This is an optimization exercise on Yosys and OpenROAD, whose aim is small area, a short achievable clock period and few clock cycles per item, not a production implementation.
RTL that was checked went through simulation tests only; none was proved equivalent to the original.
No activity file was given, so power comes from the tool's default toggle rates.

==> v22: inputs <==
==> flow/design.v (excerpt) <==
module multdiv(data_operandA, data_operandB, ctrl_MULT, ctrl_DIV, clock, reset,
               data_result, data_exception, data_resultRDY);
==> module multdiv, before the edit <==
module multdiv(data_operandA, data_operandB, ctrl_MULT, ctrl_DIV, clock, reset,
               data_result, data_exception, data_resultRDY);
    input [31:0] data_operandA, data_operandB;
    input ctrl_MULT, ctrl_DIV, clock, reset;
    output [31:0] data_result;
    output data_exception, data_resultRDY;
    reg st_first, st_mul, st_div, st_inc, done;
    reg mult, neg, prev, bzero, zres, big;
    reg [4:0] cnt, lB;
    reg [5:0] lA;
    reg [33:0] x, y;
    reg [31:0] z;
    reg s_y, s_2y, sub, cin, azero;
    wire start = ctrl_MULT | ctrl_DIV;
    function [5:0] slen;
        input [31:0] v;
        reg [31:0] hi;
        integer i;
        begin
            hi[31] = 1'b0;
            for (i = 30; i >= 0; i = i - 1)
                hi[i] = hi[i+1] | v[i+1];
            slen = 6'd0;
            for (i = 0; i < 32; i = i + 1)
                slen = slen | ((v[i] & ~hi[i]) ? i + 1 : 0);
        end
    endfunction
    wire sa = data_operandA[31], sb = data_operandB[31];
    wire [30:0] nA = data_operandA[30:0] ^ {31{sa}};
    wire [30:0] nB = data_operandB[30:0] ^ {31{sb}};
    wire [5:0] lA_in = slen((ctrl_DIV & sa) ? {nA, 1'b1} : {1'b0, nA});
    wire [5:0] lB_in = slen({1'b0, nB[30:1], nB[0] | ctrl_DIV});
    wire ys = y[33], zs = z[31];
    wire zlong = mult & ({1'b0, lB} > lA);
    wire bz = ~|z;
    wire [5:0] sdiff = lA - {1'b0, lB};
    wire dzero = bz | sdiff[5];
    wire [4:0] shamt = mult ? 5'd0 : sdiff[4:0];
    wire [33:0] opb = ({34{s_y}} & y) | ({34{s_2y}} & {y[32:0], 1'b0});
    wire [33:0] ax = azero ? 34'd0 : x;
    wire [33:0] sum = ax + (opb ^ {34{sub}}) + {33'd0, cin};
    wire qbit = ~sum[33];
    wire mswap = st_first & zlong;          
    wire dfirst = st_first & ~mult;
    wire mlast = (&z[31:1]) | ~|z[31:1];
    wire dlast = cnt == 5'd0;
    wire [31:0] qf = {z[30:0] ^ {31{neg}}, qbit | neg};
    wire [33:0] zal = {{2{zs}}, z} << shamt;
    wire [33:0] x_nx = (st_div & dlast)    ? {2'b00, qf} : sum;
    wire [33:0] y_nx = start               ? {{2{sa}}, data_operandA} :
                       st_div              ? {ys, y[33:1]} :
                       (dfirst | mswap)    ? zal : {y[31:0], 2'b00};
    wire [31:0] z_nx = (st_div & ~start)   ? {z[30:0], qbit} :
                       start               ? data_operandB :
                       dfirst              ? 32'd0 :
                       mswap               ? y[31:0] : {{2{zs}}, z[31:2]};
    wire prev_nx = ~start & ~mswap & z[1];
    wire z1n = start ? data_operandB[1] : mswap ? y[1] : z[3];
    wire z0n = start ? data_operandB[0] : mswap ? y[0] : z[2];
    wire pn  = ~start & ~mswap & z[1];
    wire d_one = z0n ^ pn;
    wire d_two = (z1n & ~z0n & ~pn) | (~z1n & z0n & pn);
    wire d_neg = z1n & ~(z0n & pn);
    wire dsub = ~(sum[33] ^ ys);            
    wire dmid = st_div & ~dlast & ~start;
    reg s_y_nx, s_2y_nx, sub_nx, cin_nx;
    always @* begin
        if (start & ctrl_DIV) begin          
            s_y_nx = 1'b1; s_2y_nx = 1'b0; sub_nx = sa; cin_nx = sa;
        end else if (dfirst) begin           
            s_y_nx = 1'b1; s_2y_nx = 1'b0; sub_nx = ~zs; cin_nx = ~zs;
        end else if (st_div & dlast) begin   
            s_y_nx = 1'b0; s_2y_nx = 1'b0; sub_nx = 1'b0; cin_nx = 1'b1;
        end else if (st_div) begin
            s_y_nx = 1'b1; s_2y_nx = 1'b0; sub_nx = 1'b0; cin_nx = 1'b0;
        end else begin
            s_y_nx = d_one; s_2y_nx = d_two; sub_nx = d_neg; cin_nx = d_neg;
        end
    end
    always @(posedge clock) begin
        x <= x_nx;
        y <= y_nx;
        z <= z_nx;
        prev <= prev_nx;
        azero <= start | mswap;
        s_y  <= s_y_nx;
        s_2y <= s_2y_nx;
        sub  <= dmid ? dsub : sub_nx;
        cin  <= dmid ? dsub : cin_nx;
        lA <= lA_in;                         
        lB <= lB_in[4:0];
        if (start) begin
            mult <= ctrl_MULT;
            neg  <= sa ^ sb;
        end
        if (st_first) begin
            big   <= (lA + {1'b0, lB}) > 6'd33;
            zres  <= dfirst & dzero;
            bzero <= bz;
            cnt   <= sdiff[4:0];
        end else if (st_div)
            cnt <= cnt - 5'd1;
    end
    always @(posedge clock) begin
        if (reset) begin
            st_first <= 1'b0;
            st_mul   <= 1'b0;
            st_div   <= 1'b0;
            st_inc   <= 1'b0;
            done     <= 1'b0;
        end else begin
            st_first <= start;
            st_mul   <= ~start & ((st_first & mult & (zlong | ~mlast)) | (st_mul & ~mlast));
            st_div   <= ~start & ((dfirst & ~dzero) | (st_div & ~dlast));
            st_inc   <= ~start & st_div & dlast & neg & ~qbit;
            done     <= ~start & ((st_first & mult & ~zlong & mlast) | (st_mul & mlast) |
                                  (dfirst & dzero) | (st_div & dlast & (~neg | qbit)) | st_inc);
        end
    end
    assign data_resultRDY = done;
    assign data_result    = x[31:0] & {32{~zres}};
    assign data_exception = mult ? (big | ~((&x[33:31]) | ~|x[33:31])) : bzero;
endmodule
==> flow/config.mk <==
export PLATFORM = sky130hd
export DESIGN_NAME = multdiv
export DESIGN_NICKNAME = multdiv
export VERILOG_FILES = /design/flow/design.v
export SDC_FILE = /design/flow/constraint.sdc
export NUM_CORES = 4
export LEC_CHECK = 0
export CAP_MARGIN = 20
export CORE_MARGIN = 2
export CORE_UTILIZATION = 40
export CTS_BUF_LIST = sky130_fd_sc_hd__clkbuf_4 sky130_fd_sc_hd__clkbuf_8
export CTS_CLUSTER_SIZE = 24
export GPL_ROUTABILITY_DRIVEN = 0
export SETUP_SLACK_MARGIN = 2.3
export SLEW_MARGIN = 20
==> flow/constraint.sdc <==
create_clock -name core_clock -period 6.0 [get_ports {clock}]
set_input_delay 1.2000 -clock core_clock [delete_from_list [all_inputs] [get_ports {clock}]]
set_output_delay 1.2000 -clock core_clock [all_outputs]
set_load 0.01 [all_outputs]
standard.sh (not shown) runs the stock make flow with config.mk's settings and CLKGATE_MAP_FILE= SYNTH_SCRIPT=/design/flow/synth_recipe.tcl, a recipe that flattens the netlist after the stock synthesis.
==> flow/flow/run.sh <==
#!/bin/bash
# Standard layout, with the ports buffered by a small plain buffer instead
# of the delay cell buffer_ports picks by default.
set -euo pipefail
bash standard.sh "BUFFER_PORTS_ARGS=-buffer_cell sky130_fd_sc_hd__buf_2" finish > standard.log 2>&1
==> v6: changes against v22 <==
--- a/flow/design.v
+++ b/flow/design.v
@@ -7,5 +7,4 @@
     reg st_first, st_mul, st_div, st_inc, done;
-    reg mult, neg, prev, bzero, zres, big;
-    reg [4:0] cnt, lB;
-    reg [5:0] lA;
+    reg mult, neg, prev, bzero, zres, big, zlong, dzero;
+    reg [4:0] cnt, shamt;
     reg [33:0] x, y;
@@ -30,10 +29,7 @@
     wire [30:0] nB = data_operandB[30:0] ^ {31{sb}};
-    wire [5:0] lA_in = slen((ctrl_DIV & sa) ? {nA, 1'b1} : {1'b0, nA});
-    wire [5:0] lB_in = slen({1'b0, nB[30:1], nB[0] | ctrl_DIV});
+    wire [5:0] lA = slen((ctrl_DIV & sa) ? {nA, 1'b1} : {1'b0, nA});
+    wire [5:0] lB = slen({1'b0, nB[30:1], nB[0] | ctrl_DIV});
+    wire bz = ~|data_operandB;
+    wire [5:0] sdiff = lA - lB;
     wire ys = y[33], zs = z[31];
-    wire zlong = mult & ({1'b0, lB} > lA);
-    wire bz = ~|z;
-    wire [5:0] sdiff = lA - {1'b0, lB};
-    wire dzero = bz | sdiff[5];
-    wire [4:0] shamt = mult ? 5'd0 : sdiff[4:0];
     wire [33:0] opb = ({34{s_y}} & y) | ({34{s_2y}} & {y[32:0], 1'b0});
@@ -46,3 +42,3 @@
     wire dlast = cnt == 5'd0;
-    wire [31:0] qf = {z[30:0] ^ {31{neg}}, qbit | neg};
+    wire [31:0] qf = {z[30:0], qbit} ^ {32{neg}};
     wire [33:0] zal = {{2{zs}}, z} << shamt;
@@ -52,4 +48,4 @@
                        (dfirst | mswap)    ? zal : {y[31:0], 2'b00};
-    wire [31:0] z_nx = (st_div & ~start)   ? {z[30:0], qbit} :
-                       start               ? data_operandB :
+    wire [31:0] z_nx = start               ? data_operandB :
+                       st_div              ? {z[30:0], qbit} :
                        dfirst              ? 32'd0 :
@@ -64,17 +60,2 @@
     wire dsub = ~(sum[33] ^ ys);            
-    wire dmid = st_div & ~dlast & ~start;
-    reg s_y_nx, s_2y_nx, sub_nx, cin_nx;
-    always @* begin
-        if (start & ctrl_DIV) begin          
-            s_y_nx = 1'b1; s_2y_nx = 1'b0; sub_nx = sa; cin_nx = sa;
-        end else if (dfirst) begin           
-            s_y_nx = 1'b1; s_2y_nx = 1'b0; sub_nx = ~zs; cin_nx = ~zs;
-        end else if (st_div & dlast) begin   
-            s_y_nx = 1'b0; s_2y_nx = 1'b0; sub_nx = 1'b0; cin_nx = 1'b1;
-        end else if (st_div) begin
-            s_y_nx = 1'b1; s_2y_nx = 1'b0; sub_nx = 1'b0; cin_nx = 1'b0;
-        end else begin
-            s_y_nx = d_one; s_2y_nx = d_two; sub_nx = d_neg; cin_nx = d_neg;
-        end
-    end
     always @(posedge clock) begin
@@ -85,16 +66,22 @@
         azero <= start | mswap;
-        s_y  <= s_y_nx;
-        s_2y <= s_2y_nx;
-        sub  <= dmid ? dsub : sub_nx;
-        cin  <= dmid ? dsub : cin_nx;
-        lA <= lA_in;                         
-        lB <= lB_in[4:0];
+        if (start & ctrl_DIV) begin          
+            s_y <= 1'b1; s_2y <= 1'b0; sub <= sa; cin <= sa;
+        end else if (dfirst) begin           
+            s_y <= 1'b1; s_2y <= 1'b0; sub <= ~zs; cin <= ~zs;
+        end else if (st_div & dlast) begin   
+            s_y <= 1'b0; s_2y <= 1'b0; sub <= 1'b0; cin <= 1'b1;
+        end else if (st_div) begin
+            s_y <= 1'b1; s_2y <= 1'b0; sub <= dsub; cin <= dsub;
+        end else begin
+            s_y <= d_one; s_2y <= d_two; sub <= d_neg; cin <= d_neg;
+        end
         if (start) begin
-            mult <= ctrl_MULT;
-            neg  <= sa ^ sb;
-        end
-        if (st_first) begin
-            big   <= (lA + {1'b0, lB}) > 6'd33;
-            zres  <= dfirst & dzero;
+            mult  <= ctrl_MULT;
+            neg   <= sa ^ sb;
+            zlong <= ctrl_MULT & (lB > lA);
+            big   <= (lA + lB) > 6'd33;
+            dzero <= bz | sdiff[5];
+            zres  <= ctrl_DIV & (bz | sdiff[5]);
             bzero <= bz;
+            shamt <= ctrl_MULT ? 5'd0 : sdiff[4:0];
             cnt   <= sdiff[4:0];
@@ -114,5 +101,5 @@
             st_div   <= ~start & ((dfirst & ~dzero) | (st_div & ~dlast));
-            st_inc   <= ~start & st_div & dlast & neg & ~qbit;
+            st_inc   <= ~start & st_div & dlast & neg;
             done     <= ~start & ((st_first & mult & ~zlong & mlast) | (st_mul & mlast) |
-                                  (dfirst & dzero) | (st_div & dlast & (~neg | qbit)) | st_inc);
+                                  (dfirst & dzero) | (st_div & dlast & ~neg) | st_inc);
         end
--- a/flow/config.mk
+++ b/flow/config.mk
@@ -10,6 +10,3 @@
 export CORE_UTILIZATION = 40
-export CTS_BUF_LIST = sky130_fd_sc_hd__clkbuf_4 sky130_fd_sc_hd__clkbuf_8
-export CTS_CLUSTER_SIZE = 24
-export GPL_ROUTABILITY_DRIVEN = 0
-export SETUP_SLACK_MARGIN = 2.3
+export SETUP_SLACK_MARGIN = 2.6
 export SLEW_MARGIN = 20
==> comparison table <==
Post-route met1 wirelength: v6 19.4 mm; v22 17.6 mm
Net Switching: v6 1.87 mW; v22 1.70 mW
Run status: v6 complete, no violations; v22 complete, no violations
Slowest cell on crit path: v6 or3_1; v22 dfxtp_4
Buffer share of cell area: v6 10.9%; v22 5.37%
Overall via count from detail_route: v6 12900; v22 12000
IR drop worst, VDD: v6 0.159 mV; v22 0.133 mV
Adder-cell share of the synthesized area: v6 5.46%; v22 5.39%
Number of clock buffers in the layout: v6 20; v22 18
Chip height: v6 177 um; v22 177 um
Net Sw Frac: v6 39.9%; v22 43.2%
Global routing usage on met2: v6 43.7%; v22 41.4%
Cell count after synthesis: v6 1601; v22 1580
Skew-Pair Late Insertion Delay: v6 0.43 ns; v22 0.48 ns
Clock edge transition at the registers on the reported setup and hold paths: v6 0.06 ns; v22 0.09 ns
Area of the core region: v6 0.0296 mm^2; v22 0.0295 mm^2
Power per cell area: v6 313 mW/mm^2; v22 301 mW/mm^2
Post-route core utilization: v6 50.6%; v22 44.4%
Effective utilization at floorplan: v6 40.6%; v22 40.5%
Fraction of area in multi-input gates: v6 61.9%; v22 65.7%
Crit path arrival time: v6 4.03 ns; v22 3.94 ns
Testbench counts of v22, summed over its fixed seeds: cycles 28,660, ops 3,200.
Function not checked in v6: the RTL went through the layout flow alone.

afterwards: timing with drivers on the ports:
The flow's constraints put no driver on any port. The routed layouts listed below were extracted and timed again, unchanged, in two steps.
Step 1: set_driving_cell puts a clkbuf_16 on clock and a buf_2 on each other input, an assumption about the parent block.
Step 2 also shifts input and output timing later by t, the mid clock arrival at the registers, as if the neighbouring blocks saw the same clock.
Slacks: ideal ports / drivers / drivers and shift; pairs: ideal ports / drivers.
| run | t (ns) | setup WS [ns] | worst setup path after step 2 | worst slew at a driven data input, ns | pins driven straight from the clock port |
|---|---|---|---|---|---|
| v22 | 0.514 | 2.466 / 2.466 / 2.229 | input to register | 0.03 | 1 |
| v6 | 0.475 | 2.154 / 1.987 / 1.512 | input to register | 0.24 | 1 |
After both steps setup and hold are still met in every run listed. For v6, which loses most, drivers alone change the setup slack by -0.167 ns; drivers and shift together by -0.642 ns.
